This design comes from an exercise in tuning for small area, a short achievable clock period and few clock cycles per item on the open sky130 flow, not from production work.
Only simulation tests tie the RTL to the original design; equivalence was not proved.
No activity file was given, so power comes from the tool's default toggle rates.

==> flow/design.v <==
module ALU #(parameter W = 32) (
    input  [W-1:0] x,
    input  [W-1:0] y,
    input          ci,
    output [W-1:0] s,
    output         co
);
    wire [W:0] c;
    assign c[0] = ci;
    genvar j;
    generate for (j = 0; j < W; j = j + 1) begin : g
        assign s[j]   = x[j] ^ y[j] ^ c[j];
        assign c[j+1] = (x[j] & y[j]) | (c[j] & (x[j] ^ y[j]));
    end endgenerate
    assign co = c[W];
endmodule
module alu_unit (
    input             clk,
    input             rst,
    input             in_valid,
    output            in_ready,
    input      [3:0]  op,
    input      [31:0] a,
    input      [31:0] b,
    output            out_valid,
    output     [63:0] result
);
    localparam OP_AND = 4'd0, OP_OR = 4'd1, OP_ADD = 4'd2, OP_SUB = 4'd3,
               OP_NEG = 4'd4, OP_NOT = 4'd5, OP_SHL = 4'd6, OP_SHR = 4'd7,
               OP_ROL = 4'd8, OP_ROR = 4'd9, OP_MUL = 4'd10, OP_DIV = 4'd11;
    reg [31:0] ra, rb;
    reg [63:0] rr;
    reg [5:0]  cnt;
    reg        rdy, ov;
    reg        bprev, sgn_a, sgn_q;
    reg s_first, s_mul, s_dalign, s_diter, s_dfixr, s_dfixq;
    reg f_and, f_or, f_not, f_add, f_subneg, f_shl, f_shr, f_rot, f_rneg,
        f_mul, f_div;
    reg xs_acc, xs_rp, xs_a, xs_lo, xinv, xsgn_a, mm_mul, mm_p1, mm_m1,
        m_signed, m_first;
    assign in_ready  = rdy;
    assign out_valid = ov;
    assign result    = rr;
    wire accept = in_valid & rdy & ~rst;
    function [5:0] lzc32;
        input [31:0] x;
        reg [1:0] c2 [0:15]; reg z2 [0:15];
        reg [2:0] c4 [0:7];  reg z4 [0:7];
        reg [3:0] c8 [0:3];  reg z8 [0:3];
        reg [4:0] c16 [0:1]; reg z16 [0:1];
        integer i;
        begin
            for (i = 0; i < 16; i = i + 1) begin
                z2[i] = ~(x[2*i+1] | x[2*i]);
                c2[i] = {1'b0, ~x[2*i+1]};
            end
            for (i = 0; i < 8; i = i + 1) begin
                z4[i] = z2[2*i+1] & z2[2*i];
                c4[i] = z2[2*i+1] ? {1'b1, c2[2*i][0:0]} : {1'b0, c2[2*i+1][0:0]};
            end
            for (i = 0; i < 4; i = i + 1) begin
                z8[i] = z4[2*i+1] & z4[2*i];
                c8[i] = z4[2*i+1] ? {1'b1, c4[2*i][1:0]} : {1'b0, c4[2*i+1][1:0]};
            end
            for (i = 0; i < 2; i = i + 1) begin
                z16[i] = z8[2*i+1] & z8[2*i];
                c16[i] = z8[2*i+1] ? {1'b1, c8[2*i][2:0]} : {1'b0, c8[2*i+1][2:0]};
            end
            lzc32 = (z16[1] & z16[0]) ? 6'd32 :
                    z16[1] ? {2'b01, c16[0][3:0]} : {2'b00, c16[1][3:0]};
        end
    endfunction
    wire inv_a = s_first & ra[31];
    wire [5:0] clz_a = lzc32(ra ^ {32{inv_a}});
    wire [5:0] clz_b = lzc32(rb ^ {32{rb[31]}});
    wire [6:0] nq0 = {1'b0, clz_b} - {1'b0, clz_a} + {6'd0, inv_a} + 7'd1;
    wire       nq_le0 = nq0[6] | (nq0 == 7'd0);
    wire [5:0] nq = (!nq0[6] && nq0 > 7'd32) ? 6'd32 : nq0[5:0];
    wire       b_zero = (rb == 32'd0);
    wire       d_quick = f_div & (b_zero | nq_le0);    
    wire       d_abs   = f_div & ~d_quick & ra[31];    
    wire       d_go    = f_div & ~d_quick & ~ra[31];   
    wire [31:0] rprime = {rr[62:32], rr[31]};
    wire [32:0] xop = (({33{xs_acc}} & {rr[63], rr[63:32]})
                     | ({33{xs_rp}}  & {1'b0, rprime})
                     | ({33{xs_a}}   & {ra[31] & xsgn_a, ra})
                     | ({33{xs_lo}}  & {1'b0, rr[31:0]})) ^ {33{xinv}};
    wire        cin = xinv;
    wire [31:0] mult = m_first ? ra : rr[31:0];
    wire [8:0]  mb = mm_mul ? {mult[7:0], bprev & ~m_first} : {{8{mm_m1}}, mm_p1};
    wire [32:0] mext = {rb[31] & m_signed, rb};
    function [33:0] booth_row;
        input [2:0]  bits;    
        input [32:0] m;
        reg one, two;
        reg [33:0] mag;
        begin
            one = bits[1] ^ bits[0];
            two = (bits[2] & ~bits[1] & ~bits[0]) | (~bits[2] & bits[1] & bits[0]);
            mag = ({34{one}} & {m[32], m}) | ({34{two}} & {m, 1'b0});
            booth_row = mag ^ {34{bits[2]}};
        end
    endfunction
    wire [33:0] pp0 = booth_row(mb[2:0], mext);
    wire [33:0] pp1 = booth_row(mb[4:2], mext);
    wire [33:0] pp2 = booth_row(mb[6:4], mext);
    wire [33:0] pp3 = booth_row(mb[8:6], mext);
    wire [3:0]  pneg = {mb[8], mb[6], mb[4], mb[2]};
    wire [39:0] msum;
    wire t0_s = xop[4] ^ pp0[4];
    wire t0_c = xop[4] & pp0[4];
    wire t1_s = xop[5] ^ pp0[5];
    wire t1_c = xop[5] & pp0[5];
    wire t2_s = xop[6] ^ pp0[6] ^ pp1[4];
    wire t2_c = (xop[6] & pp0[6]) | (xop[6] & pp1[4]) | (pp0[6] & pp1[4]);
    wire t3_s = pp2[2] ^ pp3[0];
    wire t3_c = pp2[2] & pp3[0];
    wire t4_s = xop[7] ^ pp0[7] ^ pp1[5];
    wire t4_c = (xop[7] & pp0[7]) | (xop[7] & pp1[5]) | (pp0[7] & pp1[5]);
    wire t5_s = pp2[3] ^ pp3[1];
    wire t5_c = pp2[3] & pp3[1];
    wire t6_s = xop[8] ^ pp0[8] ^ pp1[6];
    wire t6_c = (xop[8] & pp0[8]) | (xop[8] & pp1[6]) | (pp0[8] & pp1[6]);
    wire t7_s = pp2[4] ^ pp3[2];
    wire t7_c = pp2[4] & pp3[2];
    wire t8_s = xop[9] ^ pp0[9] ^ pp1[7];
    wire t8_c = (xop[9] & pp0[9]) | (xop[9] & pp1[7]) | (pp0[9] & pp1[7]);
    wire t9_s = pp2[5] ^ pp3[3];
    wire t9_c = pp2[5] & pp3[3];
    wire t10_s = xop[10] ^ pp0[10] ^ pp1[8];
    wire t10_c = (xop[10] & pp0[10]) | (xop[10] & pp1[8]) | (pp0[10] & pp1[8]);
    wire t11_s = pp2[6] ^ pp3[4];
    wire t11_c = pp2[6] & pp3[4];
    wire t12_s = xop[11] ^ pp0[11] ^ pp1[9];
    wire t12_c = (xop[11] & pp0[11]) | (xop[11] & pp1[9]) | (pp0[11] & pp1[9]);
    wire t13_s = pp2[7] ^ pp3[5];
    wire t13_c = pp2[7] & pp3[5];
    wire t14_s = xop[12] ^ pp0[12] ^ pp1[10];
    wire t14_c = (xop[12] & pp0[12]) | (xop[12] & pp1[10]) | (pp0[12] & pp1[10]);
    wire t15_s = pp2[8] ^ pp3[6];
    wire t15_c = pp2[8] & pp3[6];
    wire t16_s = xop[13] ^ pp0[13] ^ pp1[11];
    wire t16_c = (xop[13] & pp0[13]) | (xop[13] & pp1[11]) | (pp0[13] & pp1[11]);
    wire t17_s = pp2[9] ^ pp3[7];
    wire t17_c = pp2[9] & pp3[7];
    wire t18_s = xop[14] ^ pp0[14] ^ pp1[12];
    wire t18_c = (xop[14] & pp0[14]) | (xop[14] & pp1[12]) | (pp0[14] & pp1[12]);
    wire t19_s = pp2[10] ^ pp3[8];
    wire t19_c = pp2[10] & pp3[8];
    wire t20_s = xop[15] ^ pp0[15] ^ pp1[13];
    wire t20_c = (xop[15] & pp0[15]) | (xop[15] & pp1[13]) | (pp0[15] & pp1[13]);
    wire t21_s = pp2[11] ^ pp3[9];
    wire t21_c = pp2[11] & pp3[9];
    wire t22_s = xop[16] ^ pp0[16] ^ pp1[14];
    wire t22_c = (xop[16] & pp0[16]) | (xop[16] & pp1[14]) | (pp0[16] & pp1[14]);
    wire t23_s = pp2[12] ^ pp3[10];
    wire t23_c = pp2[12] & pp3[10];
    wire t24_s = xop[17] ^ pp0[17] ^ pp1[15];
    wire t24_c = (xop[17] & pp0[17]) | (xop[17] & pp1[15]) | (pp0[17] & pp1[15]);
    wire t25_s = pp2[13] ^ pp3[11];
    wire t25_c = pp2[13] & pp3[11];
    wire t26_s = xop[18] ^ pp0[18] ^ pp1[16];
    wire t26_c = (xop[18] & pp0[18]) | (xop[18] & pp1[16]) | (pp0[18] & pp1[16]);
    wire t27_s = pp2[14] ^ pp3[12];
    wire t27_c = pp2[14] & pp3[12];
    wire t28_s = xop[19] ^ pp0[19] ^ pp1[17];
    wire t28_c = (xop[19] & pp0[19]) | (xop[19] & pp1[17]) | (pp0[19] & pp1[17]);
    wire t29_s = pp2[15] ^ pp3[13];
    wire t29_c = pp2[15] & pp3[13];
    wire t30_s = xop[20] ^ pp0[20] ^ pp1[18];
    wire t30_c = (xop[20] & pp0[20]) | (xop[20] & pp1[18]) | (pp0[20] & pp1[18]);
    wire t31_s = pp2[16] ^ pp3[14];
    wire t31_c = pp2[16] & pp3[14];
    wire t32_s = xop[21] ^ pp0[21] ^ pp1[19];
    wire t32_c = (xop[21] & pp0[21]) | (xop[21] & pp1[19]) | (pp0[21] & pp1[19]);
    wire t33_s = pp2[17] ^ pp3[15];
    wire t33_c = pp2[17] & pp3[15];
    wire t34_s = xop[22] ^ pp0[22] ^ pp1[20];
    wire t34_c = (xop[22] & pp0[22]) | (xop[22] & pp1[20]) | (pp0[22] & pp1[20]);
    wire t35_s = pp2[18] ^ pp3[16];
    wire t35_c = pp2[18] & pp3[16];
    wire t36_s = xop[23] ^ pp0[23] ^ pp1[21];
    wire t36_c = (xop[23] & pp0[23]) | (xop[23] & pp1[21]) | (pp0[23] & pp1[21]);
    wire t37_s = pp2[19] ^ pp3[17];
    wire t37_c = pp2[19] & pp3[17];
    wire t38_s = xop[24] ^ pp0[24] ^ pp1[22];
    wire t38_c = (xop[24] & pp0[24]) | (xop[24] & pp1[22]) | (pp0[24] & pp1[22]);
    wire t39_s = pp2[20] ^ pp3[18];
    wire t39_c = pp2[20] & pp3[18];
    wire t40_s = xop[25] ^ pp0[25] ^ pp1[23];
    wire t40_c = (xop[25] & pp0[25]) | (xop[25] & pp1[23]) | (pp0[25] & pp1[23]);
    wire t41_s = pp2[21] ^ pp3[19];
    wire t41_c = pp2[21] & pp3[19];
    wire t42_s = xop[26] ^ pp0[26] ^ pp1[24];
    wire t42_c = (xop[26] & pp0[26]) | (xop[26] & pp1[24]) | (pp0[26] & pp1[24]);
    wire t43_s = pp2[22] ^ pp3[20];
    wire t43_c = pp2[22] & pp3[20];
    wire t44_s = xop[27] ^ pp0[27] ^ pp1[25];
    wire t44_c = (xop[27] & pp0[27]) | (xop[27] & pp1[25]) | (pp0[27] & pp1[25]);
    wire t45_s = pp2[23] ^ pp3[21];
    wire t45_c = pp2[23] & pp3[21];
    wire t46_s = xop[28] ^ pp0[28] ^ pp1[26];
    wire t46_c = (xop[28] & pp0[28]) | (xop[28] & pp1[26]) | (pp0[28] & pp1[26]);
    wire t47_s = pp2[24] ^ pp3[22];
    wire t47_c = pp2[24] & pp3[22];
    wire t48_s = xop[29] ^ pp0[29] ^ pp1[27];
    wire t48_c = (xop[29] & pp0[29]) | (xop[29] & pp1[27]) | (pp0[29] & pp1[27]);
    wire t49_s = pp2[25] ^ pp3[23];
    wire t49_c = pp2[25] & pp3[23];
    wire t50_s = xop[30] ^ pp0[30] ^ pp1[28];
    wire t50_c = (xop[30] & pp0[30]) | (xop[30] & pp1[28]) | (pp0[30] & pp1[28]);
    wire t51_s = pp2[26] ^ pp3[24];
    wire t51_c = pp2[26] & pp3[24];
    wire t52_s = xop[31] ^ pp0[31] ^ pp1[29];
    wire t52_c = (xop[31] & pp0[31]) | (xop[31] & pp1[29]) | (pp0[31] & pp1[29]);
    wire t53_s = pp2[27] ^ pp3[25];
    wire t53_c = pp2[27] & pp3[25];
    wire t54_s = ~xop[32] ^ pp0[32] ^ pp1[30];
    wire t54_c = (~xop[32] & pp0[32]) | (~xop[32] & pp1[30]) | (pp0[32] & pp1[30]);
    wire t55_s = pp2[28] ^ pp3[26] ^ 1'b1;
    wire t55_c = (pp2[28] & pp3[26]) | (pp2[28] & 1'b1) | (pp3[26] & 1'b1);
    wire t56_s = ~pp0[33] ^ pp1[31] ^ pp2[29];
    wire t56_c = (~pp0[33] & pp1[31]) | (~pp0[33] & pp2[29]) | (pp1[31] & pp2[29]);
    wire t57_s = pp1[32] ^ pp2[30];
    wire t57_c = pp1[32] & pp2[30];
    wire t58_s = xop[0] ^ pp0[0];
    wire t58_c = xop[0] & pp0[0];
    wire t59_s = xop[2] ^ pp0[2];
    wire t59_c = xop[2] & pp0[2];
    wire t60_s = xop[3] ^ pp0[3];
    wire t60_c = xop[3] & pp0[3];
    wire t61_s = pp1[2] ^ pp2[0] ^ pneg[2];
    wire t61_c = (pp1[2] & pp2[0]) | (pp1[2] & pneg[2]) | (pp2[0] & pneg[2]);
    wire t62_s = pp1[3] ^ pp2[1] ^ t1_s;
    wire t62_c = (pp1[3] & pp2[1]) | (pp1[3] & t1_s) | (pp2[1] & t1_s);
    wire t63_s = pneg[3] ^ t2_s ^ t3_s;
    wire t63_c = (pneg[3] & t2_s) | (pneg[3] & t3_s) | (t2_s & t3_s);
    wire t64_s = t4_s ^ t5_s ^ t2_c;
    wire t64_c = (t4_s & t5_s) | (t4_s & t2_c) | (t5_s & t2_c);
    wire t65_s = t6_s ^ t7_s ^ t4_c;
    wire t65_c = (t6_s & t7_s) | (t6_s & t4_c) | (t7_s & t4_c);
    wire t66_s = t8_s ^ t9_s ^ t6_c;
    wire t66_c = (t8_s & t9_s) | (t8_s & t6_c) | (t9_s & t6_c);
    wire t67_s = t10_s ^ t11_s ^ t8_c;
    wire t67_c = (t10_s & t11_s) | (t10_s & t8_c) | (t11_s & t8_c);
    wire t68_s = t12_s ^ t13_s ^ t10_c;
    wire t68_c = (t12_s & t13_s) | (t12_s & t10_c) | (t13_s & t10_c);
    wire t69_s = t14_s ^ t15_s ^ t12_c;
    wire t69_c = (t14_s & t15_s) | (t14_s & t12_c) | (t15_s & t12_c);
    wire t70_s = t16_s ^ t17_s ^ t14_c;
    wire t70_c = (t16_s & t17_s) | (t16_s & t14_c) | (t17_s & t14_c);
    wire t71_s = t18_s ^ t19_s ^ t16_c;
    wire t71_c = (t18_s & t19_s) | (t18_s & t16_c) | (t19_s & t16_c);
    wire t72_s = t20_s ^ t21_s ^ t18_c;
    wire t72_c = (t20_s & t21_s) | (t20_s & t18_c) | (t21_s & t18_c);
    wire t73_s = t22_s ^ t23_s ^ t20_c;
    wire t73_c = (t22_s & t23_s) | (t22_s & t20_c) | (t23_s & t20_c);
    wire t74_s = t24_s ^ t25_s ^ t22_c;
    wire t74_c = (t24_s & t25_s) | (t24_s & t22_c) | (t25_s & t22_c);
    wire t75_s = t26_s ^ t27_s ^ t24_c;
    wire t75_c = (t26_s & t27_s) | (t26_s & t24_c) | (t27_s & t24_c);
    wire t76_s = t28_s ^ t29_s ^ t26_c;
    wire t76_c = (t28_s & t29_s) | (t28_s & t26_c) | (t29_s & t26_c);
    wire t77_s = t30_s ^ t31_s ^ t28_c;
    wire t77_c = (t30_s & t31_s) | (t30_s & t28_c) | (t31_s & t28_c);
    wire t78_s = t32_s ^ t33_s ^ t30_c;
    wire t78_c = (t32_s & t33_s) | (t32_s & t30_c) | (t33_s & t30_c);
    wire t79_s = t34_s ^ t35_s ^ t32_c;
    wire t79_c = (t34_s & t35_s) | (t34_s & t32_c) | (t35_s & t32_c);
    wire t80_s = t36_s ^ t37_s ^ t34_c;
    wire t80_c = (t36_s & t37_s) | (t36_s & t34_c) | (t37_s & t34_c);
    wire t81_s = t38_s ^ t39_s ^ t36_c;
    wire t81_c = (t38_s & t39_s) | (t38_s & t36_c) | (t39_s & t36_c);
    wire t82_s = t40_s ^ t41_s ^ t38_c;
    wire t82_c = (t40_s & t41_s) | (t40_s & t38_c) | (t41_s & t38_c);
    wire t83_s = t42_s ^ t43_s ^ t40_c;
    wire t83_c = (t42_s & t43_s) | (t42_s & t40_c) | (t43_s & t40_c);
    wire t84_s = t44_s ^ t45_s ^ t42_c;
    wire t84_c = (t44_s & t45_s) | (t44_s & t42_c) | (t45_s & t42_c);
    wire t85_s = t46_s ^ t47_s ^ t44_c;
    wire t85_c = (t46_s & t47_s) | (t46_s & t44_c) | (t47_s & t44_c);
    wire t86_s = t48_s ^ t49_s ^ t46_c;
    wire t86_c = (t48_s & t49_s) | (t48_s & t46_c) | (t49_s & t46_c);
    wire t87_s = t50_s ^ t51_s ^ t48_c;
    wire t87_c = (t50_s & t51_s) | (t50_s & t48_c) | (t51_s & t48_c);
    wire t88_s = t52_s ^ t53_s ^ t50_c;
    wire t88_c = (t52_s & t53_s) | (t52_s & t50_c) | (t53_s & t50_c);
    wire t89_s = t54_s ^ t55_s ^ t52_c;
    wire t89_c = (t54_s & t55_s) | (t54_s & t52_c) | (t55_s & t52_c);
    wire t90_s = pp3[27] ^ t56_s ^ t54_c;
    wire t90_c = (pp3[27] & t56_s) | (pp3[27] & t54_c) | (t56_s & t54_c);
    wire t91_s = pp3[28] ^ 1'b1 ^ t57_s;
    wire t91_c = (pp3[28] & 1'b1) | (pp3[28] & t57_s) | (1'b1 & t57_s);
    wire t92_s = ~pp1[33] ^ pp2[31] ^ pp3[29];
    wire t92_c = (~pp1[33] & pp2[31]) | (~pp1[33] & pp3[29]) | (pp2[31] & pp3[29]);
    wire t93_s = pp2[32] ^ pp3[30];
    wire t93_c = pp2[32] & pp3[30];
    wire t94_s = pneg[0] ^ cin;
    wire t94_c = pneg[0] & cin;
    wire t95_s = xop[1] ^ pp0[1] ^ t58_c;
    wire t95_c = (xop[1] & pp0[1]) | (xop[1] & t58_c) | (pp0[1] & t58_c);
    wire t96_s = pp1[0] ^ pneg[1] ^ t59_s;
    wire t96_c = (pp1[0] & pneg[1]) | (pp1[0] & t59_s) | (pneg[1] & t59_s);
    wire t97_s = pp1[1] ^ t60_s ^ t59_c;
    wire t97_c = (pp1[1] & t60_s) | (pp1[1] & t59_c) | (t60_s & t59_c);
    wire t98_s = t0_s ^ t61_s ^ t60_c;
    wire t98_c = (t0_s & t61_s) | (t0_s & t60_c) | (t61_s & t60_c);
    wire t99_s = t0_c ^ t62_s ^ t61_c;
    wire t99_c = (t0_c & t62_s) | (t0_c & t61_c) | (t62_s & t61_c);
    wire t100_s = t1_c ^ t63_s ^ t62_c;
    wire t100_c = (t1_c & t63_s) | (t1_c & t62_c) | (t63_s & t62_c);
    wire t101_s = t3_c ^ t64_s ^ t63_c;
    wire t101_c = (t3_c & t64_s) | (t3_c & t63_c) | (t64_s & t63_c);
    wire t102_s = t5_c ^ t65_s ^ t64_c;
    wire t102_c = (t5_c & t65_s) | (t5_c & t64_c) | (t65_s & t64_c);
    wire t103_s = t7_c ^ t66_s ^ t65_c;
    wire t103_c = (t7_c & t66_s) | (t7_c & t65_c) | (t66_s & t65_c);
    wire t104_s = t9_c ^ t67_s ^ t66_c;
    wire t104_c = (t9_c & t67_s) | (t9_c & t66_c) | (t67_s & t66_c);
    wire t105_s = t11_c ^ t68_s ^ t67_c;
    wire t105_c = (t11_c & t68_s) | (t11_c & t67_c) | (t68_s & t67_c);
    wire t106_s = t13_c ^ t69_s ^ t68_c;
    wire t106_c = (t13_c & t69_s) | (t13_c & t68_c) | (t69_s & t68_c);
    wire t107_s = t15_c ^ t70_s ^ t69_c;
    wire t107_c = (t15_c & t70_s) | (t15_c & t69_c) | (t70_s & t69_c);
    wire t108_s = t17_c ^ t71_s ^ t70_c;
    wire t108_c = (t17_c & t71_s) | (t17_c & t70_c) | (t71_s & t70_c);
    wire t109_s = t19_c ^ t72_s ^ t71_c;
    wire t109_c = (t19_c & t72_s) | (t19_c & t71_c) | (t72_s & t71_c);
    wire t110_s = t21_c ^ t73_s ^ t72_c;
    wire t110_c = (t21_c & t73_s) | (t21_c & t72_c) | (t73_s & t72_c);
    wire t111_s = t23_c ^ t74_s ^ t73_c;
    wire t111_c = (t23_c & t74_s) | (t23_c & t73_c) | (t74_s & t73_c);
    wire t112_s = t25_c ^ t75_s ^ t74_c;
    wire t112_c = (t25_c & t75_s) | (t25_c & t74_c) | (t75_s & t74_c);
    wire t113_s = t27_c ^ t76_s ^ t75_c;
    wire t113_c = (t27_c & t76_s) | (t27_c & t75_c) | (t76_s & t75_c);
    wire t114_s = t29_c ^ t77_s ^ t76_c;
    wire t114_c = (t29_c & t77_s) | (t29_c & t76_c) | (t77_s & t76_c);
    wire t115_s = t31_c ^ t78_s ^ t77_c;
    wire t115_c = (t31_c & t78_s) | (t31_c & t77_c) | (t78_s & t77_c);
    wire t116_s = t33_c ^ t79_s ^ t78_c;
    wire t116_c = (t33_c & t79_s) | (t33_c & t78_c) | (t79_s & t78_c);
    wire t117_s = t35_c ^ t80_s ^ t79_c;
    wire t117_c = (t35_c & t80_s) | (t35_c & t79_c) | (t80_s & t79_c);
    wire t118_s = t37_c ^ t81_s ^ t80_c;
    wire t118_c = (t37_c & t81_s) | (t37_c & t80_c) | (t81_s & t80_c);
    wire t119_s = t39_c ^ t82_s ^ t81_c;
    wire t119_c = (t39_c & t82_s) | (t39_c & t81_c) | (t82_s & t81_c);
    wire t120_s = t41_c ^ t83_s ^ t82_c;
    wire t120_c = (t41_c & t83_s) | (t41_c & t82_c) | (t83_s & t82_c);
    wire t121_s = t43_c ^ t84_s ^ t83_c;
    wire t121_c = (t43_c & t84_s) | (t43_c & t83_c) | (t84_s & t83_c);
    wire t122_s = t45_c ^ t85_s ^ t84_c;
    wire t122_c = (t45_c & t85_s) | (t45_c & t84_c) | (t85_s & t84_c);
    wire t123_s = t47_c ^ t86_s ^ t85_c;
    wire t123_c = (t47_c & t86_s) | (t47_c & t85_c) | (t86_s & t85_c);
    wire t124_s = t49_c ^ t87_s ^ t86_c;
    wire t124_c = (t49_c & t87_s) | (t49_c & t86_c) | (t87_s & t86_c);
    wire t125_s = t51_c ^ t88_s ^ t87_c;
    wire t125_c = (t51_c & t88_s) | (t51_c & t87_c) | (t88_s & t87_c);
    wire t126_s = t53_c ^ t89_s ^ t88_c;
    wire t126_c = (t53_c & t89_s) | (t53_c & t88_c) | (t89_s & t88_c);
    wire t127_s = t55_c ^ t90_s ^ t89_c;
    wire t127_c = (t55_c & t90_s) | (t55_c & t89_c) | (t90_s & t89_c);
    wire t128_s = t56_c ^ t91_s ^ t90_c;
    wire t128_c = (t56_c & t91_s) | (t56_c & t90_c) | (t91_s & t90_c);
    wire t129_s = t57_c ^ t92_s ^ t91_c;
    wire t129_c = (t57_c & t92_s) | (t57_c & t91_c) | (t92_s & t91_c);
    wire t130_s = 1'b1 ^ t93_s ^ t92_c;
    wire t130_c = (1'b1 & t93_s) | (1'b1 & t92_c) | (t93_s & t92_c);
    wire t131_s = ~pp2[33] ^ pp3[31] ^ t93_c;
    wire t131_c = (~pp2[33] & pp3[31]) | (~pp2[33] & t93_c) | (pp3[31] & t93_c);
    wire t132_s = pp3[32] ^ 1'b1;
    wire t132_c = pp3[32] & 1'b1;
    wire [39:0] csa_a = {~pp3[33], t132_s, t131_s, t130_s, t129_s, t128_s, t127_s, t126_s, t125_s, t124_s, t123_s, t122_s, t121_s, t120_s, t119_s, t118_s, t117_s, t116_s, t115_s, t114_s, t113_s, t112_s, t111_s, t110_s, t109_s, t108_s, t107_s, t106_s, t105_s, t104_s, t103_s, t102_s, t101_s, t100_s, t99_s, t98_s, t97_s, t96_s, t95_s, t58_s};
    wire [39:0] csa_b = {t132_c, t131_c, t130_c, t129_c, t128_c, t127_c, t126_c, t125_c, t124_c, t123_c, t122_c, t121_c, t120_c, t119_c, t118_c, t117_c, t116_c, t115_c, t114_c, t113_c, t112_c, t111_c, t110_c, t109_c, t108_c, t107_c, t106_c, t105_c, t104_c, t103_c, t102_c, t101_c, t100_c, t99_c, t98_c, t97_c, t96_c, t95_c, t94_c, t94_s};
    wire [24:0] rc;
    assign rc[0] = 1'b0;
    genvar gj;
    generate for (gj = 0; gj < 24; gj = gj + 1) begin : g_cpa
        assign msum[gj] = csa_a[gj] ^ csa_b[gj] ^ rc[gj];
        assign rc[gj+1] = (csa_a[gj] & csa_b[gj]) | (rc[gj] & (csa_a[gj] ^ csa_b[gj]));
    end endgenerate
    wire [40-24:0] hsum = {csa_a[39:24], 1'b1} + {csa_b[39:24], rc[24]};
    assign msum[39:24] = hsum[40-24:1];
    wire       sh_div = f_div | s_dalign;
    wire       kneg = sh_div | f_rneg;
    wire [5:0] amt6 = sh_div ? nq : {1'b0, rb[4:0]};
    wire [5:0] k    = f_shl ? rb[5:0] : kneg ? (6'd32 - amt6) : amt6;
    wire [63:0] s0 = {32'd0, ra};
    wire [63:0] s1 = k[0] ? {s0[62:0], 1'b0}  : s0;
    wire [63:0] s2 = k[1] ? {s1[61:0], 2'b0}  : s1;
    wire [63:0] s3 = k[2] ? {s2[59:0], 4'b0}  : s2;
    wire [63:0] s4 = k[3] ? {s3[55:0], 8'b0}  : s3;
    wire [63:0] s5 = k[4] ? {s4[47:0], 16'b0} : s4;
    wire [31:0] s5l = s5[31:0], s5h = s5[63:32];
    wire shl_ok = (rb[31:6] == 26'd0);
    wire shr_ok = (rb[31:5] == 27'd0);
    wire both = (f_shl & shl_ok) | sh_div;
    wire shr  = f_shr & shr_ok;
    wire g1 = (both & ~k[5]) | f_rot | (shr & k[5]);
    wire g2 = f_rot | (shr & ~k[5]);
    wire g3 = both & k[5];
    wire g4 = both & ~k[5];
    wire [31:0] sh_lo = ({32{g1}} & s5l) | ({32{g2}} & s5h);
    wire [31:0] sh_hi = ({32{g3}} & s5l) | ({32{g4}} & s5h);
    wire qbit = ~msum[32];
    wire t_shift = f_shl | f_shr | f_rot | d_go | (s_dalign & ~nq_le0);
    wire t_mul   = f_mul | s_mul;
    wire t_ra    = d_quick | (s_dalign & nq_le0);    
    wire l_sum  = f_add | f_subneg | s_dfixq;
    wire h_msum = s_dfixr | (s_diter & qbit);
    wire h_rp   = s_diter & ~qbit;
    wire [31:0] rr_lo_n =
          ({32{f_and}}   & (ra & rb))
        | ({32{f_or}}    & (ra | rb))
        | ({32{f_not}}   & ~rb)
        | ({32{l_sum}}   & msum[31:0])
        | ({32{t_shift}} & sh_lo)
        | ({32{t_mul}}   & {msum[7:0], mult[31:8]})
        | ({32{t_ra & b_zero & f_div}})
        | ({32{s_diter}} & {rr[30:0], qbit})
        | ({32{s_dfixr}} & rr[31:0]);
    wire [31:0] rr_hi_n =
          ({32{f_add}}    & {31'd0, msum[32]})
        | ({32{f_subneg}} & {32{msum[32]}})
        | ({32{t_shift}}  & sh_hi)
        | ({32{t_mul}}    & msum[39:8])
        | ({32{t_ra}}     & ra)
        | ({32{h_msum}}   & msum[31:0])
        | ({32{h_rp}}     & rprime)
        | ({32{s_dfixq}}  & rr[63:32]);
    wire [63:0] rr_n = {rr_hi_n, rr_lo_n};
    wire last_mul  = (cnt == 6'd1);
    wire first_end = s_first & ~f_mul & ~(f_div & ~d_quick);
    wire fin = first_end | (s_mul & last_mul)
             | (s_diter & last_mul & ~sgn_a & ~sgn_q)
             | (s_dfixr & ~sgn_q) | s_dfixq;
    wire sa_n = f_div ? ra[31] : sgn_a;
    wire sq_n = f_div ? (ra[31] ^ rb[31]) : sgn_q;
    wire n_mul    = (s_first & f_mul) | (s_mul & ~last_mul);
    wire n_dalign = d_abs;
    wire n_diter  = d_go | (s_dalign & ~nq_le0) | (s_diter & ~last_mul);
    wire n_dfixr  = (s_dalign & nq_le0) | (s_diter & last_mul & sgn_a);
    wire n_dfixq  = (s_diter & last_mul & ~sgn_a & sgn_q) | (s_dfixr & sgn_q);
    wire [5:0] cnt_n = (f_mul) ? 6'd3 :
                       (d_go | s_dalign) ? nq : cnt - 6'd1;
    wire busy_n = (n_mul & (cnt_n != 6'd1)) | n_dalign
                | (n_diter & ~((cnt_n == 6'd1) & ~sa_n & ~sq_n))
                | (n_dfixr & sq_n);
    wire op_multi = (op == OP_MUL) || (op == OP_DIV);
    always @(posedge clk) begin
        if (rst) begin
            rdy <= 1'b1; ov <= 1'b0;
            s_first <= 1'b0; s_mul <= 1'b0; s_dalign <= 1'b0;
            s_diter <= 1'b0; s_dfixr <= 1'b0; s_dfixq <= 1'b0;
        end else begin
            rdy <= accept ? ~op_multi : ~busy_n;
            ov  <= fin;
            s_first  <= accept;
            s_mul    <= n_mul;
            s_dalign <= n_dalign;
            s_diter  <= n_diter;
            s_dfixr  <= n_dfixr;
            s_dfixq  <= n_dfixq;
        end
        f_and    <= accept & (op == OP_AND);
        f_or     <= accept & (op == OP_OR);
        f_not    <= accept & (op == OP_NOT);
        f_add    <= accept & (op == OP_ADD);
        f_subneg <= accept & ((op == OP_SUB) | (op == OP_NEG));
        f_shl    <= accept & (op == OP_SHL);
        f_shr    <= accept & (op == OP_SHR);
        f_rot    <= accept & ((op == OP_ROL) | (op == OP_ROR));
        f_rneg   <= accept & ((op == OP_ROR) | (op == OP_SHR));
        f_mul    <= accept & (op == OP_MUL);
        f_div    <= accept & (op == OP_DIV);
        xs_acc   <= n_mul | n_dfixr;
        xs_rp    <= n_diter;
        xs_a     <= accept & ((op == OP_ADD) | (op == OP_SUB) | (op == OP_DIV));
        xs_lo    <= n_dfixq;
        xinv     <= (accept & (op == OP_DIV)) | n_dfixr | n_dfixq;
        xsgn_a   <= accept & (op == OP_DIV);
        mm_mul   <= (accept & (op == OP_MUL)) | n_mul;
        mm_p1    <= (accept & (op == OP_ADD)) | (n_diter & rb[31]);
        mm_m1    <= (accept & ((op == OP_SUB) | (op == OP_NEG))) | (n_diter & ~rb[31]);
        m_signed <= (accept & ((op == OP_MUL) | (op == OP_DIV))) | n_mul | n_diter;
        m_first  <= accept & (op == OP_MUL);
        ra <= rdy ? a : msum[31:0];
        if (rdy) rb <= b;
        rr    <= rr_n;
        cnt   <= cnt_n;
        bprev <= mult[7];
        sgn_a <= sa_n;
        sgn_q <= sq_n;
    end
endmodule
==> flow/flow/run.sh <==
#!/bin/bash
set -euo pipefail
export BUFFER_PORTS_ARGS="-buffer_cell sky130_fd_sc_hd__buf_2"
bash standard.sh synth > synth.log 2>&1
bash standard.sh floorplan > floorplan.log 2>&1
bash standard.sh place > place.log 2>&1
bash standard.sh cts > cts.log 2>&1
bash standard.sh route > route.log 2>&1
bash standard.sh finish > finish.log 2>&1
==> flow/standard.sh <==
#!/bin/bash
# synth_recipe.tcl (not shown) runs the flow's synth.tcl, then flattens the netlist and writes it again
# the make line also repeats each setting of config.mk as NAME=value (left out here)
make -C /OpenROAD-flow-scripts/flow DESIGN_CONFIG=/design/flow/config.mk WORK_HOME=/design/flow/orfs CLKGATE_MAP_FILE= SYNTH_SCRIPT=/design/flow/synth_recipe.tcl "${@:-finish}"
==> flow/config.mk <==
export PLATFORM = sky130hd
export DESIGN_NAME = alu_unit
export DESIGN_NICKNAME = alu_unit
export VERILOG_FILES = /design/flow/design.v
export SDC_FILE = /design/flow/constraint.sdc
export NUM_CORES = 4
export LEC_CHECK = 0
export ABC_AREA = 1
export CAP_MARGIN = 10
export CORE_MARGIN = 2
export CORE_UTILIZATION = 40
export SLEW_MARGIN = 10
==> flow/constraint.sdc <==
create_clock -name core_clock -period 85.0 [get_ports {clk}]
set_input_delay 17.0000 -clock core_clock [delete_from_list [all_inputs] [get_ports {clk}]]
set_output_delay 17.0000 -clock core_clock [all_outputs]
set_load 0.01 [all_outputs]
==> reports/metrics.cfg, run 1 <==
[status]
status = finished clean

[die]
fp.dieW_um = 227.5
core_mm2 = 0.04915
num_io_pins = 137
die_y_um = 227.5
start_util_pct = 40.64
row_count = 81
dieArea_mm2 = 0.05174

[hold_path]
hold_depth = 2
worstHoldStart = sgn_a$_DFF_P_
holdPathEnd = sgn_a$_DFF_P_
min_path_type = flop to flop

[synth]
yosysMostFrequentCell = nand2_1
synth_edf_count = 32
synthesis.area_mm2 = 0.01998
ys.flop_type = dfxtp_1
yosysTopAreaCell = dfxtp_1
yosys.area.top_type_share_pct = 13.33
synth.distinct_cells = 59
synth_area_leaders = dfxtp_1 13%, fa_1 12%, nand2_1 11%
synthCells = 2919
async_flop_share_pct = 0
syn-mean-instance-area_um2 = 6.844
ys_seq_elements = 165
yosys_warnings = 17
syn_nets = 3178
netlist_top_cells_count = 592 x nand2_1, 341 x nand3_1, 292 x inv_1, 198 x xor2_1, 172 x o21ai_0
synth_seq_area_share_pct = 18.14

[final_layout]
synthToLayoutAreaGrowth_pct = 8.431
layout.nets = 3195
fin_area_mm2 = 0.02166
nFillCells = 5211
drive_gt1_share_pct = 9.088
instances_no_fill = 3619

[clock_tree]
clkLatencyLatePin_ps = 480
clk_path_buf_depth = 2
cts_tree = yes
post_cts_buffers = 0
clkSlewWorstSetupHoldPaths_ps = 80
cts-buffers-inserted = 17
cts_resized = 0
postCtsHoldBufs = 0
clock-sinks = 165
root_buffer = clkbuf_16
h-tree-depth = 4

[sta]
finalMaxSlewViolations = 0
slew_headroom_pct = 15.86
hold_viol = 0
min_period_ps = 18360
fin_setup_tns_ps = 0
worstMarginPinSlew_ps = 1230
final.period_utilization_pct = 21.60
fmaxAchievable_ghz = 0.05446
rsz0062_at_grt = no
fin_worst_skew_ps = 14.32
setup_violations = 0

[pwr]
p_sw_mw = 0.2029
peakVddDrop_v = 0.00001633
leakage_nw = 9.562
p_seq_share_pct = 27.2
p_int_mw = 0.1935
power_density_mw_per_mm2 = 18.30
clkPwrFrac_pct = 20.6
switching_share_pct = 51.18
p_comb_share_pct = 52.2

[critical_path]
cp_max_fo = 5
crit_path_max_incr_delay_ps = 650
r2r_end = rr[53]$_DFF_P_
path_class = flop to output port
worst-path-buf-inv = 1
cpMaxStageDelayCell = dfxtp_1
ff2ff_setup_slack_ps = 68300
path_cells = buf_2
r2r-start = f_mul$_DFF_P_
end_kind = output port
arrival_ps = 1360
start_kind = flop
path_delay_family = flip-flops
r2r_cells = 52
cp.required_ps = 68000

[global_route]
grt_pass1_wl_um = 152700
antenna_found_initial = 2
grt_start_max_net_pins = 81
track_usage_pct = 41.58
grt_pass1_vias = 21380
grt_remaining_overflow = 0

[place]
dpl_cell_area_mm2 = 0.02106
dpl.cell_count = 3581
dp.final_hpwl_um = 83210
gp_congestion = 1.071
portBuffers = 136

[flow_run]
cap_violations = 0

[detailed_routing]
drt_wl_total_um = 109000
first_iter_violations = 3799
firstDrtPassIters = 7
routed_via_density = 6.478
via_count = 23450
ant_nets = 0
drc = 0
wl_per_cell_um = 30.13

-- registers in the layout, summed over array words and instances (netlist names), 6 cells and up --
name,flops
ra,32
cnt,6
rr,64
rb,32
-- cell type report --
type                            count  area, um^2  area share, %
Antenna cell                        6       15.01        0.06932
Tap cell                          664       830.8          3.835
Timing Repair Buffer              179        1003          4.633
Inverter                          324        1216          5.615
Sequential cell                   165        3632          16.77
Clock inverter                     12       143.9         0.6643
Multi-Input combinational cell   2249       14380          66.40
Clock buffer                       20       436.7          2.016
-- cell usage in the layout, fill, tap and decap left out, types with 6 or more instances in the layout --
cell type,instances
a221oi_1,40
o221ai_1,8
a2111oi_0,20
inv_2,11
dfxtp_1,128
buf_4,43
edfxtp_1,32
nand2_1,591
o21ai_1,11
diode_2,6
xnor2_1,6
nor3_1,23
nor4_1,8
buf_2,136
clkinv_1,22
inv_1,292
nand2_2,12
nand3_2,7
ha_1,69
o2111ai_1,40
a31oi_1,8
a211oi_1,8
fa_1,119
nor2_4,7
clkbuf_16,17
o211ai_1,17
a21oi_1,149
o22ai_1,168
nand4_1,23
o21ai_0,172
nor2_1,153
xor2_1,198
nand3_1,341
-- kinds of logic (layout without fill, tap and decap cells) --
kind of cell             after synthesis  after routing  share of synthesized area, %
multiplexers                           1              1                       0.05011
flip-flops                           165            165                         18.14
AO/OA/AOI/OAI                        669            669                         20.73
buffers and inverters                505            535                         10.12
AND/OR/NAND/NOR                     1187           1187                         25.78
XOR/XNOR                             204            204                         8.944
adder cells (fa/ha/maj)              188            188                         16.25
other                                  0              6                             0
-- power groups by stage --
stage / clock network (mW) / registers (mW) / logic [mW]
5_1_grt: 0.0846 / 0.107 / 0.221
4_1_cts: 0.0816 / 0.106 / 0.201
3_5_place_dp: 0 / 0.107 / 0.199
6_report: 0.0816 / 0.108 / 0.207
2_1_floorplan: 0 / 0.0973 / 0.126
3_3_place_gp: 0 / 0.107 / 0.197
-- worst max-delay path by stage --
stage | startpoint | end | slack, ps | cells past startpoint
after CTS | rr[22]$_DFF_P_ | result[22] | 66710 | 1
after global placement | rst | mm_mul$_DFF_P_ | 66930 | 6
after global routing | rr[22]$_DFF_P_ | result[22] | 66700 | 1
after detailed placement | rst | mm_mul$_DFF_P_ | 66900 | 6
after floorplan | rdy$_SDFF_PP1_ | in_ready | 66950 | 0
final | rr[22]$_DFF_P_ | result[22] | 66640 | 1
-- stage by stage --
| stage | power, mW | setup WS, ps | util, % | hold slack [ps] |
|---|---|---|---|---|
| after global routing | 0.4125 | 66700 | 44.04 | 582.2 |
| after CTS | 0.3878 | 66710 | 44.03 | 516.4 |
| after detailed placement | 0.3064 | 66900 | 42.85 | 505.1 |
| after global placement | 0.3045 | 66930 | 42.85 | 500.2 |
| final | 0.3964 | 66640 | 44.07 | 525.5 |
| after floorplan | 0.2236 | 66950 | - | 449.9 |
-- layer usage --
| layer | vias up | global-route usage, % | wire (um) | part of all wire, % |
|---|---|---|---|---|
| li1 | 10050 | - | - | - |
| met1 | 11060 | 55.45 | 42810 | 39 |
| met2 | 1944 | 58.46 | 43600 | 40 |
| met3 | 388 | 12.40 | 14280 | 13 |
| met4 | 0 | 25.74 | 8343 | 7.7 |
| met5 | - | 0.4744 | 0 | 0 |
Testbench counts, summed over its fixed seeds: cycles 40,837, items 24,000.
==> inputs of run 2 (changes only) <==
--- a/flow/design.v
+++ b/flow/design.v
@@ -31,17 +31,17 @@
     reg [31:0] ra, rb;
     reg [63:0] rr;
     reg [5:0]  cnt;
-    reg        rdy, ov;
+    reg        rdy, rdy_o, ov;
     reg        bprev, sgn_a, sgn_q;
     reg s_first, s_mul, s_dalign, s_diter, s_dfixr, s_dfixq;
     reg f_and, f_or, f_not, f_add, f_subneg, f_shl, f_shr, f_rot, f_rneg,
         f_mul, f_div;
     reg xs_acc, xs_rp, xs_a, xs_lo, xinv, xsgn_a, mm_mul, mm_p1, mm_m1,
         m_signed, m_first;
-    assign in_ready  = rdy;
+    assign in_ready  = rdy_o;
     assign out_valid = ov;
     assign result    = rr;
-    wire accept = in_valid & rdy & ~rst;
+    wire accept = in_valid & rdy;
     function [5:0] lzc32;
         input [31:0] x;
         reg [1:0] c2 [0:15]; reg z2 [0:15];
@@ -77,9 +77,10 @@
     wire       nq_le0 = nq0[6] | (nq0 == 7'd0);
     wire [5:0] nq = (!nq0[6] && nq0 > 7'd32) ? 6'd32 : nq0[5:0];
     wire       b_zero = (rb == 32'd0);
-    wire       d_quick = f_div & (b_zero | nq_le0);    
-    wire       d_abs   = f_div & ~d_quick & ra[31];    
-    wire       d_go    = f_div & ~d_quick & ~ra[31];   
+    wire       d_first = s_first & f_div;
+    wire       d_quick = d_first & (b_zero | nq_le0);    
+    wire       d_abs   = d_first & ~d_quick & ra[31];    
+    wire       d_go    = d_first & ~d_quick & ~ra[31];   
     wire [31:0] rprime = {rr[62:32], rr[31]};
     wire [32:0] xop = (({33{xs_acc}} & {rr[63], rr[63:32]})
                      | ({33{xs_rp}}  & {1'b0, rprime})
@@ -437,8 +438,8 @@
     wire fin = first_end | (s_mul & last_mul)
              | (s_diter & last_mul & ~sgn_a & ~sgn_q)
              | (s_dfixr & ~sgn_q) | s_dfixq;
-    wire sa_n = f_div ? ra[31] : sgn_a;
-    wire sq_n = f_div ? (ra[31] ^ rb[31]) : sgn_q;
+    wire sa_n = d_first ? ra[31] : sgn_a;
+    wire sq_n = d_first ? (ra[31] ^ rb[31]) : sgn_q;
     wire n_mul    = (s_first & f_mul) | (s_mul & ~last_mul);
     wire n_dalign = d_abs;
     wire n_diter  = d_go | (s_dalign & ~nq_le0) | (s_diter & ~last_mul);
@@ -449,14 +450,19 @@
     wire busy_n = (n_mul & (cnt_n != 6'd1)) | n_dalign
                 | (n_diter & ~((cnt_n == 6'd1) & ~sa_n & ~sq_n))
                 | (n_dfixr & sq_n);
+    wire busy_o_n = (n_mul & cnt_n[1]) | n_dalign
+                  | (n_diter & ~((cnt_n == 6'd1) & ~sa_n & ~sq_n))
+                  | (n_dfixr & sq_n);
     wire op_multi = (op == OP_MUL) || (op == OP_DIV);
+    wire rb_ld = ~(n_mul | n_dalign | n_diter);
     always @(posedge clk) begin
         if (rst) begin
-            rdy <= 1'b1; ov <= 1'b0;
+            rdy <= 1'b1; rdy_o <= 1'b1; ov <= 1'b0;
             s_first <= 1'b0; s_mul <= 1'b0; s_dalign <= 1'b0;
             s_diter <= 1'b0; s_dfixr <= 1'b0; s_dfixq <= 1'b0;
         end else begin
             rdy <= accept ? ~op_multi : ~busy_n;
+            rdy_o <= accept ? ~op_multi : ~busy_o_n;
             ov  <= fin;
             s_first  <= accept;
             s_mul    <= n_mul;
@@ -487,8 +493,8 @@
         mm_m1    <= (accept & ((op == OP_SUB) | (op == OP_NEG))) | (n_diter & ~rb[31]);
         m_signed <= (accept & ((op == OP_MUL) | (op == OP_DIV))) | n_mul | n_diter;
         m_first  <= accept & (op == OP_MUL);
-        ra <= rdy ? a : msum[31:0];
-        if (rdy) rb <= b;
+        ra <= d_abs ? msum[31:0] : a;
+        if (rb_ld) rb <= b;
         rr    <= rr_n;
         cnt   <= cnt_n;
         bprev <= mult[7];
==> flow/flow/run.sh (replaced) <==
#!/bin/bash
# The standard layout (standard synthesis and ORFS steps unchanged) with
# two differences: the port buffers are buf_2 cells instead of the default
# delay buffer, and after the floorplan the flip-flops that drive the result
# port get the next drive strength of the same cell (dfxtp_1 -> dfxtp_2).
set -euo pipefail
export BUFFER_PORTS_ARGS="-buffer_cell sky130_fd_sc_hd__buf_2"
RES=orfs/results/${FLOW_PLATFORM}/alu_unit/base
bash standard.sh synth > synth.log 2>&1
bash standard.sh floorplan > floorplan.log 2>&1
cat > upsize.tcl <<EOS
read_liberty $FLOW_HOME/platforms/$FLOW_PLATFORM/lib/sky130_fd_sc_hd__tt_025C_1v80.lib
read_db $RES/2_floorplan.odb
set n 0
foreach inst [get_cells rr*] {
  set m [get_property \$inst ref_name]
  if {\$m eq "sky130_fd_sc_hd__dfxtp_1"} {
    replace_cell \$inst sky130_fd_sc_hd__dfxtp_2
    incr n
  }
}
puts "upsized \$n result flip-flops"
write_db $RES/2_floorplan.odb
EOS
openroad -no_init -exit upsize.tcl > upsize.log 2>&1
bash standard.sh place > place.log 2>&1
bash standard.sh cts > cts.log 2>&1
bash standard.sh route > route.log 2>&1
bash standard.sh finish > finish.log 2>&1
--- a/flow/config.mk
+++ b/flow/config.mk
@@ -8,5 +8,7 @@
 export ABC_AREA = 1
 export CAP_MARGIN = 10
 export CORE_MARGIN = 2
-export CORE_UTILIZATION = 40
+export CORE_UTILIZATION = 50
+export CTS_BUF_LIST = sky130_fd_sc_hd__clkbuf_8
+export CTS_CLUSTER_SIZE = 30
 export SLEW_MARGIN = 10
==> reports/metrics.cfg, run 2 <==
[final_layout]
utilization_pct = 53.92  ; +9.9 points
top_register = rr
instances_no_fill = 3449  ; -4.7%
synthToLayoutAreaGrowth_pct = 6.519
drive_gt1_share_pct = 11.74  ; +2.7 points
multi_input_area_mm2 = 0.01432  ; -0.42%
layout_common_cells = 506 x nand2_1, 365 x nand3_1, 316 x inv_1
final_common_cell = nand2_1
layout.nets = 3168  ; -0.85%
top_regs = rr (64), ra (32), rb (32)
largest_register_ffs = 64  ; unchanged
seq_area_mm2 = 0.003725  ; +2.5%
nFillCells = 4031  ; -23%

[critical_path]
r2r_cells = 53  ; +1.9%
crit_path_max_incr_delay_ps = 440  ; -210 ps
path_delay_family = flip-flops
arrival_ps = 1280  ; -80 ps
cp_max_fo = 4  ; -1
path_cells = buf_2
worst-path-stages = 1  ; unchanged
cp.required_ps = 68000  ; about the same
path_class = flop to output port
start_kind = flop
cpMaxStageDelayCell = dfxtp_2
end_kind = output port
worst-path-buf-inv = 1  ; unchanged

[global_route]
grt_pass1_vias = 21920  ; +2.5%
antenna_found_initial = 3  ; +1
track_usage_pct = 48.90  ; +7.3 points
grt_remaining_overflow = 0  ; unchanged
grt_start_max_net_pins = 65  ; -20%
grt_pass1_wl_um = 148600  ; -2.7%

[detailed_routing]
drt_wl_total_um = 103200  ; -5.4%
first_iter_violations = 3706  ; -2.4%
wl_per_cell_um = 29.91  ; -0.74%
routed_via_density = 6.828  ; +5.4%
via_count = 23550  ; +0.45%
firstDrtPassIters = 9  ; +2
drc = 0  ; unchanged
ant_nets = 0  ; unchanged

[sta]
worstMarginPinSlew_ps = 1250  ; +20.17 ps
fin_setup_tns_ps = 0  ; unchanged
rsz0062_at_grt = no
fin_ws_ps = 66720  ; +85.00 ps
slew_headroom_pct = 14.48  ; -1.4 points
final.period_utilization_pct = 21.50  ; -0.10 points
fmaxAchievable_ghz = 0.05472  ; +0.47%
setup_violations = 0  ; unchanged
fin_worst_skew_ps = 27.36  ; +13.03 ps
finalMaxSlewViolations = 0  ; unchanged
min_period_ps = 18280  ; -85.00 ps
hold_viol = 0  ; unchanged

[synth]
synth_edf_count = 32  ; unchanged
syn-mean-instance-area_um2 = 6.933  ; +1.3%
synth_seq_area_share_pct = 18.12  ; -0.023 points
syn_nets = 3160  ; -0.57%
synth_area_leaders = dfxtp_1 13%, fa_1 12%, nand2_1 9.4%
ys_seq_elements = 166  ; +0.61%
netlist_top_cells_count = 506 x nand2_1, 365 x nand3_1, 315 x inv_1, 197 x xor2_1, 187 x o22ai_1
yosys.area.top_type_share_pct = 13.34  ; about the same
yosysMostFrequentCell = nand2_1
yosys_warnings = 17  ; unchanged
ys.flop_type = dfxtp_1
synthCells = 2901  ; -0.62%
async_flop_share_pct = 0  ; unchanged
synth.distinct_cells = 62  ; +5.1%
synthesis.area_mm2 = 0.02011  ; +0.68%
yosysTopAreaCell = dfxtp_1

[pwr]
switching_share_pct = 56.48  ; +5.3 points
p_int_mw = 0.2013  ; +4.0%
peakVddDrop_v = 0.00001469  ; -10%
p_seq_share_pct = 23.9  ; -3.3 points
finalPower_mw = 0.4627  ; +17%
leakage_nw = 9.663  ; +1.1%
p_comb_share_pct = 62.2  ; +10 points
p_sw_mw = 0.2613  ; +29%
power_density_mw_per_mm2 = 21.60  ; +18%
clkPwrFrac_pct = 13.9  ; -6.7 points

[place]
dp.final_hpwl_um = 79200  ; -4.8%
place_ws_ps = 67050  ; +150.4 ps
dpl.cell_count = 3414  ; -4.7%
gp_congestion = 1.071  ; unchanged
portBuffers = 136  ; unchanged

[clock_tree]
clkLatencyLatePin_ps = 580  ; +100 ps
cts_tree = yes
clock-sinks = 166  ; +0.61%
cts_resized = 0  ; unchanged
postCtsHoldBufs = 0  ; unchanged
post_cts_buffers = 0  ; unchanged
clk_path_buf_depth = 2  ; unchanged
clkSlewWorstSetupHoldPaths_ps = 130  ; +50 ps
h-tree-depth = 4  ; unchanged
cts-buffers-inserted = 17  ; unchanged
root_buffer = clkbuf_8

[flow_run]
cap_violations = 0  ; unchanged

[die]
dieArea_mm2 = 0.04185  ; -19%
die_y_um = 204.6  ; -10%
start_util_pct = 50.62  ; +10 points
row_count = 73  ; -9.9%
fp.dieW_um = 204.6  ; -10%
core_mm2 = 0.03973  ; -19%
num_io_pins = 137  ; unchanged

[hold_path]
min_path_type = flop to flop
hold_depth = 2  ; unchanged

[status]
status = finished clean

-- run 2: layout make-up --
type	instances	share of cell area [%]
multi-input cells	2200	66.85
flip-flops and latches	166	17.39
inverters	346	6.062
repair buffers	178	4.649
well taps	525	3.066
clock buffers	17	1.092
clock inverters	15	0.8702
diodes	2	0.02336
-- run 2: final timing paths --
check	from	to	slack [ps]
worst max register to register	f_mul$_DFF_P_	rr[46]$_DFF_P_	67590
worst max-delay path	rr[35]$_DFF_P_	result[35]	66720
worst min register to register	sgn_q$_DFF_P_	xs_lo$_DFF_P_	550
worst min-delay path	sgn_q$_DFF_P_	xs_lo$_DFF_P_	550
-- run 2: logic make-up after synthesis --
family                     Yosys count  synth area share, %
xor gates and xnor gates           202                8.796
AOI/OAI and AO/OA                  677                21.04
buffers and inverters              535                10.89
DFF                                166                18.12
muxes                                1              0.04977
and+or+nand+nor                   1132                24.97
adders and majority gates          188                16.14
-- run 2: power by group through the flow --
stage	Clock, mW	Combinational [mW]	Sequential [mW]
2_1_floorplan	0	0.158	0.102
3_3_place_gp	0	0.266	0.110
3_5_place_dp	0	0.269	0.111
4_1_cts	0.0641	0.272	0.109
5_1_grt	0.0667	0.300	0.110
6_report	0.0641	0.288	0.111
-- run 2: layer usage --
layer | wire [um] | GRT usage [%]
met1 | 38310 | 61.52
met2 | 42470 | 71.04
met3 | 14140 | 17.29
met4 | 8202 | 30.56
met5 | 24 | 0.5952
-- run 2: per-stage QoR --
stage,hold slack (ps),cell area (um^2)
6_report,545.0,21420
5_1_grt,541.3,21420
4_1_cts,533.2,21410
3_5_place_dp,521.2,20990
3_3_place_gp,507.5,20990
2_1_floorplan,470.4,20110
Testbench counts of run 2, summed over its fixed seeds: cycles 40,837, items 24,000.
==> inputs of run 3 (changes only) <==
--- a/flow/config.mk
+++ b/flow/config.mk
@@ -8,7 +8,5 @@
 export ABC_AREA = 1
 export CAP_MARGIN = 10
 export CORE_MARGIN = 2
-export CORE_UTILIZATION = 50
-export CTS_BUF_LIST = sky130_fd_sc_hd__clkbuf_8
-export CTS_CLUSTER_SIZE = 30
+export CORE_UTILIZATION = 40
 export SLEW_MARGIN = 10
==> reports/metrics.cfg, run 3 <==
[synth]
async_flop_share_pct = 0  ; unchanged
synthCells = 2901  ; unchanged
synth.distinct_cells = 62  ; unchanged
ys_seq_elements = 166  ; unchanged
ys.flop_type = dfxtp_1
synthesis.area_mm2 = 0.02011  ; unchanged
yosysMostFrequentCell = nand2_1
synth_edf_count = 32  ; unchanged
netlist_top_cells_count = 506 x nand2_1, 365 x nand3_1, 315 x inv_1, 197 x xor2_1, 187 x o22ai_1
syn_nets = 3160  ; unchanged
syn-mean-instance-area_um2 = 6.933  ; unchanged
yosys.area.top_type_share_pct = 13.34  ; unchanged
yosysTopAreaCell = dfxtp_1
yosys_warnings = 17  ; unchanged
synth_area_leaders = dfxtp_1 13%, fa_1 12%, nand2_1 9.4%
synth_seq_area_share_pct = 18.12  ; unchanged

[clock_tree]
clkLatencyLatePin_ps = 510  ; -70 ps
root_buffer = clkbuf_16
clock-sinks = 166  ; unchanged
clkSlewWorstSetupHoldPaths_ps = 80  ; -50 ps
cts-buffers-inserted = 17  ; unchanged
cts_tree = yes
post_cts_buffers = 0  ; unchanged
clk_path_buf_depth = 2  ; unchanged
cts_resized = 0  ; unchanged
h-tree-depth = 4  ; unchanged
postCtsHoldBufs = 0  ; unchanged

[place]
dp.final_hpwl_um = 81960  ; +3.5%
portBuffers = 136  ; unchanged
dpl.cell_count = 3566  ; +4.5%
gp_congestion = 1.048  ; -2.2%

[die]
dieArea_mm2 = 0.05209  ; +24%
die_y_um = 228.2  ; +12%
row_count = 82  ; +12%
fp.dieW_um = 228.2  ; +12%
start_util_pct = 40.34  ; -10 points
core_mm2 = 0.04986  ; +25%
num_io_pins = 137  ; unchanged

[sta]
rsz0062_at_grt = no
fmaxAchievable_ghz = 0.05502  ; +0.56%
setup_violations = 0  ; unchanged
finalMaxSlewViolations = 0  ; unchanged
final.period_utilization_pct = 21.38  ; -0.12 points
slew_headroom_pct = 13.00  ; -1.5 points
hold_viol = 0  ; unchanged
fin_setup_tns_ps = 0  ; unchanged
worstMarginPinSlew_ps = 1272  ; +21.69 ps
fin_worst_skew_ps = 17.98  ; -9.379 ps
min_period_ps = 18170  ; -101.1 ps

[critical_path]
path_class = flop to output port
crit_path_max_incr_delay_ps = 480  ; +40 ps
end_kind = output port
start_kind = flop
path_delay_family = flip-flops
path_cells = buf_2
r2r_cells = 53  ; unchanged
worst-path-buf-inv = 1  ; unchanged
worst-path-stages = 1  ; unchanged
cp.required_ps = 68000  ; about the same
arrival_ps = 1170  ; -110 ps
cp_max_fo = 5  ; +1
cpMaxStageDelayCell = dfxtp_2

[final_layout]
instances_no_fill = 3600  ; +4.4%
nFillCells = 5314  ; +32%
top_register = rr
top_regs = rr (64), ra (32), rb (32)
final_common_cell = nand2_1
largest_register_ffs = 64  ; unchanged
synthToLayoutAreaGrowth_pct = 8.504
layout_common_cells = 506 x nand2_1, 365 x nand3_1, 314 x inv_1
layout.nets = 3173  ; +0.16%
drive_gt1_share_pct = 11.89  ; +0.15 points

[detailed_routing]
drc = 0  ; unchanged
wl_per_cell_um = 29.49  ; -1.4%
routed_via_density = 6.415  ; -6.0%
firstDrtPassIters = 8  ; -1
ant_nets = 0  ; unchanged
first_iter_violations = 3317  ; -10%
drt_wl_total_um = 106100  ; +2.9%
via_count = 23090  ; -1.9%

[global_route]
track_usage_pct = 39.76  ; -9.1 points
grt_pass1_vias = 21770  ; -0.68%
grt_remaining_overflow = 0  ; unchanged
antenna_found_initial = 1  ; -2
grt_pass1_wl_um = 151000  ; +1.6%
grt_start_max_net_pins = 65  ; unchanged

[pwr]
leakage_nw = 9.774  ; +1.2%
peakVddDrop_v = 0.00001806  ; +23%
power_density_mw_per_mm2 = 22.37  ; +3.6%

[hold_path]
min_path_type = flop to flop
hold_depth = 1  ; -1

[flow_run]
cap_violations = 0  ; unchanged

[status]
status = finished clean

## run 3: cell count changes in the layout (fill, tap and decap cells not counted), moves of 2 or more
cell,delta
clkbuf_16,+17
clkbuf_8,-17
buf_4,+5
inv_8,+4
clkinv_1,+2
inv_1,-2
inv_6,-2
## run 3: area by class of cell
class	instances	area, um^2	share of cell area [%]
sequential	166	3725	17.07
clock buffer	17	425.4	1.949
antenna	1	2.502	0.01147
inverter	346	1299	5.951
clock inverter	15	176.4	0.8084
tap	672	840.8	3.853
multi-input combinational	2200	14320	65.63
timing repair buffer	183	1031	4.724
## run 3: logic make-up after synthesis
family | Yosys count | synth area share (%)
simple gates | 1132 | 24.97
compound gates | 677 | 21.04
buf+inv | 535 | 10.89
xor+xnor | 202 | 8.796
fa+ha+maj | 188 | 16.14
flops | 166 | 18.12
mux | 1 | 0.04977
## run 3: worst paths after layout
path | start | endpoint | slack (ps)
max | rr[7]$_DFF_P_ | result[7] | 66830
min reg2reg | cnt[0]$_DFF_P_ | cnt[0]$_DFF_P_ | 550
max reg2reg | ra[1]$_DFF_P_ | rr[60]$_DFF_P_ | 68570
min | cnt[0]$_DFF_P_ | cnt[0]$_DFF_P_ | 550
## run 3: stage by stage
stage	area, um^2	hold slack [ps]	worst slack (ps)	utilization, %	power, mW
6_report	21820	546.4	66830	43.77	0.4882
4_1_cts	21820	542.5	66820	43.75	0.4732
2_1_floorplan	20110	470.4	67290	-	0.2606
3_3_place_gp	21210	496.6	67030	42.53	0.3847
5_1_grt	21820	558.7	66850	43.76	0.5058
3_5_place_dp	21210	523.8	67020	42.54	0.3873
## run 3: power by group
| group | switching [mW] | internal [mW] |
|---|---|---|
| clock | 0.0447 | 0.0397 |
| sequential | 0.0185 | 0.0915 |
| combinational | 0.209 | 0.0849 |
## run 3: per-layer routing
layer	up-vias	track usage, %	wire (um)
li1	9982	-	-
met1	11310	53.00	43020
met2	1467	58.38	44530
met3	331	10.44	11910
met4	2	21.90	6678
met5	-	0	11
==> inputs of run 4 (changes only) <==
--- a/flow/design.v
+++ b/flow/design.v
@@ -37,7 +37,7 @@
     reg f_and, f_or, f_not, f_add, f_subneg, f_shl, f_shr, f_rot, f_rneg,
         f_mul, f_div;
     reg xs_acc, xs_rp, xs_a, xs_lo, xinv, xsgn_a, mm_mul, mm_p1, mm_m1,
-        m_signed, m_first;
+        m_signed, m_first, xs_one;
     assign in_ready  = rdy_o;
     assign out_valid = ov;
     assign result    = rr;
@@ -85,7 +85,8 @@
     wire [32:0] xop = (({33{xs_acc}} & {rr[63], rr[63:32]})
                      | ({33{xs_rp}}  & {1'b0, rprime})
                      | ({33{xs_a}}   & {ra[31] & xsgn_a, ra})
-                     | ({33{xs_lo}}  & {1'b0, rr[31:0]})) ^ {33{xinv}};
+                     | ({33{xs_lo}}  & {1'b0, rr[31:0]})
+                     | {32'd0, xs_one}) ^ {33{xinv}};
     wire        cin = xinv;
     wire [31:0] mult = m_first ? ra : rr[31:0];
     wire [8:0]  mb = mm_mul ? {mult[7:0], bprev & ~m_first} : {{8{mm_m1}}, mm_p1};
@@ -410,13 +411,12 @@
     wire t_shift = f_shl | f_shr | f_rot | d_go | (s_dalign & ~nq_le0);
     wire t_mul   = f_mul | s_mul;
     wire t_ra    = d_quick | (s_dalign & nq_le0);    
-    wire l_sum  = f_add | f_subneg | s_dfixq;
+    wire l_sum  = f_add | f_subneg | f_not | s_dfixq;
     wire h_msum = s_dfixr | (s_diter & qbit);
     wire h_rp   = s_diter & ~qbit;
     wire [31:0] rr_lo_n =
           ({32{f_and}}   & (ra & rb))
         | ({32{f_or}}    & (ra | rb))
-        | ({32{f_not}}   & ~rb)
         | ({32{l_sum}}   & msum[31:0])
         | ({32{t_shift}} & sh_lo)
         | ({32{t_mul}}   & {msum[7:0], mult[31:8]})
@@ -486,11 +486,12 @@
         xs_rp    <= n_diter;
         xs_a     <= accept & ((op == OP_ADD) | (op == OP_SUB) | (op == OP_DIV));
         xs_lo    <= n_dfixq;
-        xinv     <= (accept & (op == OP_DIV)) | n_dfixr | n_dfixq;
+        xinv     <= (accept & ((op == OP_DIV) | (op == OP_NOT))) | n_dfixr | n_dfixq;
+        xs_one   <= accept & (op == OP_NOT);
         xsgn_a   <= accept & (op == OP_DIV);
         mm_mul   <= (accept & (op == OP_MUL)) | n_mul;
         mm_p1    <= (accept & (op == OP_ADD)) | (n_diter & rb[31]);
-        mm_m1    <= (accept & ((op == OP_SUB) | (op == OP_NEG))) | (n_diter & ~rb[31]);
+        mm_m1    <= (accept & ((op == OP_SUB) | (op == OP_NEG) | (op == OP_NOT))) | (n_diter & ~rb[31]);
         m_signed <= (accept & ((op == OP_MUL) | (op == OP_DIV))) | n_mul | n_diter;
         m_first  <= accept & (op == OP_MUL);
         ra <= d_abs ? msum[31:0] : a;
==> reports/metrics.cfg, run 4 <==
[clock_tree]
cts-buffers-inserted = 17  ; unchanged
root_buffer = clkbuf_16
cts_resized = 0  ; unchanged
h-tree-depth = 4  ; unchanged

[critical_path]
path_delay_family = flip-flops
path_cells = buf_2
crit_path_max_incr_delay_ps = 480  ; about the same
arrival_ps = 1220  ; +50 ps
path_class = flop to output port
start_kind = flop

[pwr]
peakVddDrop_v = 0.00001674  ; -7.3%
power_density_mw_per_mm2 = 21.97  ; -1.8%

[synth]
synth_area_leaders = dfxtp_1 13%, fa_1 12%, nand2_1 10%
synth_adder_area_share_pct = 16.27  ; +0.13 points
synthCells = 2920  ; +0.65%
yosysMostFrequentCell = nand2_1
ys_seq_elements = 166  ; unchanged
yosysTopAreaCell = dfxtp_1
yosys_warnings = 17  ; unchanged
synth.distinct_cells = 61  ; -1.6%
synth-simple-area-share_pct = 26.22  ; +1.2 points

[sta]
setup_violations = 0  ; unchanged
worstMarginPinSlew_ps = 1282  ; +9.692 ps
rsz0062_at_grt = no
slew_headroom_pct = 13.93  ; +0.93 points
min_period_ps = 18220  ; +48.40 ps
final.period_utilization_pct = 21.44  ; +0.057 points

[global_route]
track_usage_pct = 42.00  ; +2.2 points
grt_pass1_wl_um = 153800  ; +1.9%
grt_remaining_overflow = 0  ; unchanged
antenna_found_initial = 5  ; +4

[detailed_routing]
ant_nets = 0  ; unchanged
via_count = 23200  ; +0.46%
wl_per_cell_um = 30.02  ; +1.8%
routed_via_density = 6.384  ; -0.48%
drt_wl_total_um = 109100  ; +2.8%

[status]
status = finished clean

[flow_run]
cap_violations = 0  ; unchanged

[final_layout]
layout_common_cells = 552 x nand2_1, 356 x nand3_1, 304 x inv_1
top_regs = rr (64), ra (32), rb (32)
synthToLayoutAreaGrowth_pct = 9.288
drive_gt1_share_pct = 11.86  ; -0.029 points
layout.nets = 3214  ; +1.3%

[die]
dieArea_mm2 = 0.05168  ; -0.79%
num_io_pins = 137  ; unchanged
fp.dieW_um = 227.3  ; -0.39%
start_util_pct = 40.67  ; +0.34 points

[place]
dp.final_hpwl_um = 84910  ; +3.6%
gp_congestion = 1.078  ; +2.9%

[run 4: cell count changes in the layout (fill, tap and decap cells not counted), sizes merged, moves of 6 or more]
cell     delta
o211ai     -16
o21bai      -6
nor2       +29
nand3      -10
a21oi      +16
o22ai      -14
inv        -12
o311ai     +16
o21ai       -6
o2111ai    -10
buf        +12
o221ai      -6
nand2      +43
a221oi      -7
[run 4: through the flow]
stage                     setup slack [ps]  hold slack, ps  cells  util [%]  power, mW
after floorplan                      67340           439.1   2920         -     0.2612
after global placement               67040           487.4   3600     43.25     0.3825
after detailed placement             67060           486.6   3600     43.25     0.3844
after CTS                            66820           509.9   3632     44.44     0.4675
after global routing                 66810           545.9   3632     44.44     0.4973
final                                66780           511.6   3634     44.45     0.4791
[run 4: logic make-up after synthesis]
| family | after synthesis |
|---|---|
| xor+xnor | 198 |
| compound gates | 648 |
| flops | 166 |
| mux | 1 |
| buf+inv | 518 |
| fa+ha+maj | 188 |
| simple gates | 1201 |
[run 4: final timing paths]
check            startpoint                 end  slack (ps)  cells after the start
max          rr[32]$_DFF_P_          result[32]       66780                      1
max reg2reg   ra[1]$_DFF_P_      rr[54]$_DFF_P_       68390                     49
min reg2reg  rdy$_SDFF_PP1_  s_first$_SDFF_PP0_         510                      2
min          rdy$_SDFF_PP1_  s_first$_SDFF_PP0_         510                      2
[run 4: layout make-up]
| cell class | instances | area (um^2) | share of cell area [%] |
|---|---|---|---|
| diodes | 2 | 5.005 | 0.02295 |
| clock buffers | 19 | 442.9 | 2.031 |
| clock inverters | 13 | 142.6 | 0.6542 |
| inverters | 339 | 1272 | 5.836 |
| multi-input cells | 2236 | 14260 | 65.42 |
| flip-flops and latches | 166 | 3724 | 17.08 |
| well taps | 664 | 830.8 | 3.810 |
| repair buffers | 195 | 1124 | 5.153 |
[run 4: layer usage]
layer / wire length, um / global-route usage (%) / up-vias
met1: 43250 / 54.73 / 11110
li1: - / - / 10040
met3: 12190 / 10.52 / 374
met5: 23 / 0 / -
met2: 44610 / 60.22 / 1676
met4: 9023 / 30.40 / 4
[run 4: report_power, final]
group          leakage (nW)  total (mW)  switching [mW]  internal (mW)
Combinational          8.13       0.288           0.203         0.0846
Clock                 0.287      0.0831          0.0388         0.0443
Sequential             1.47       0.108          0.0175         0.0910
Total                  9.88       0.479           0.259          0.220
Testbench counts of run 4, summed over its fixed seeds: cycles 40,837, items 24,000.

Setup slack of run 4, layout unchanged: 66.777 ns with ideal ports, 66.724 ns with driving cells assumed (clock clkbuf_16, inputs buf_2), 67.032 ns with port delays also shifted by the 0.555 ns mid clock arrival.
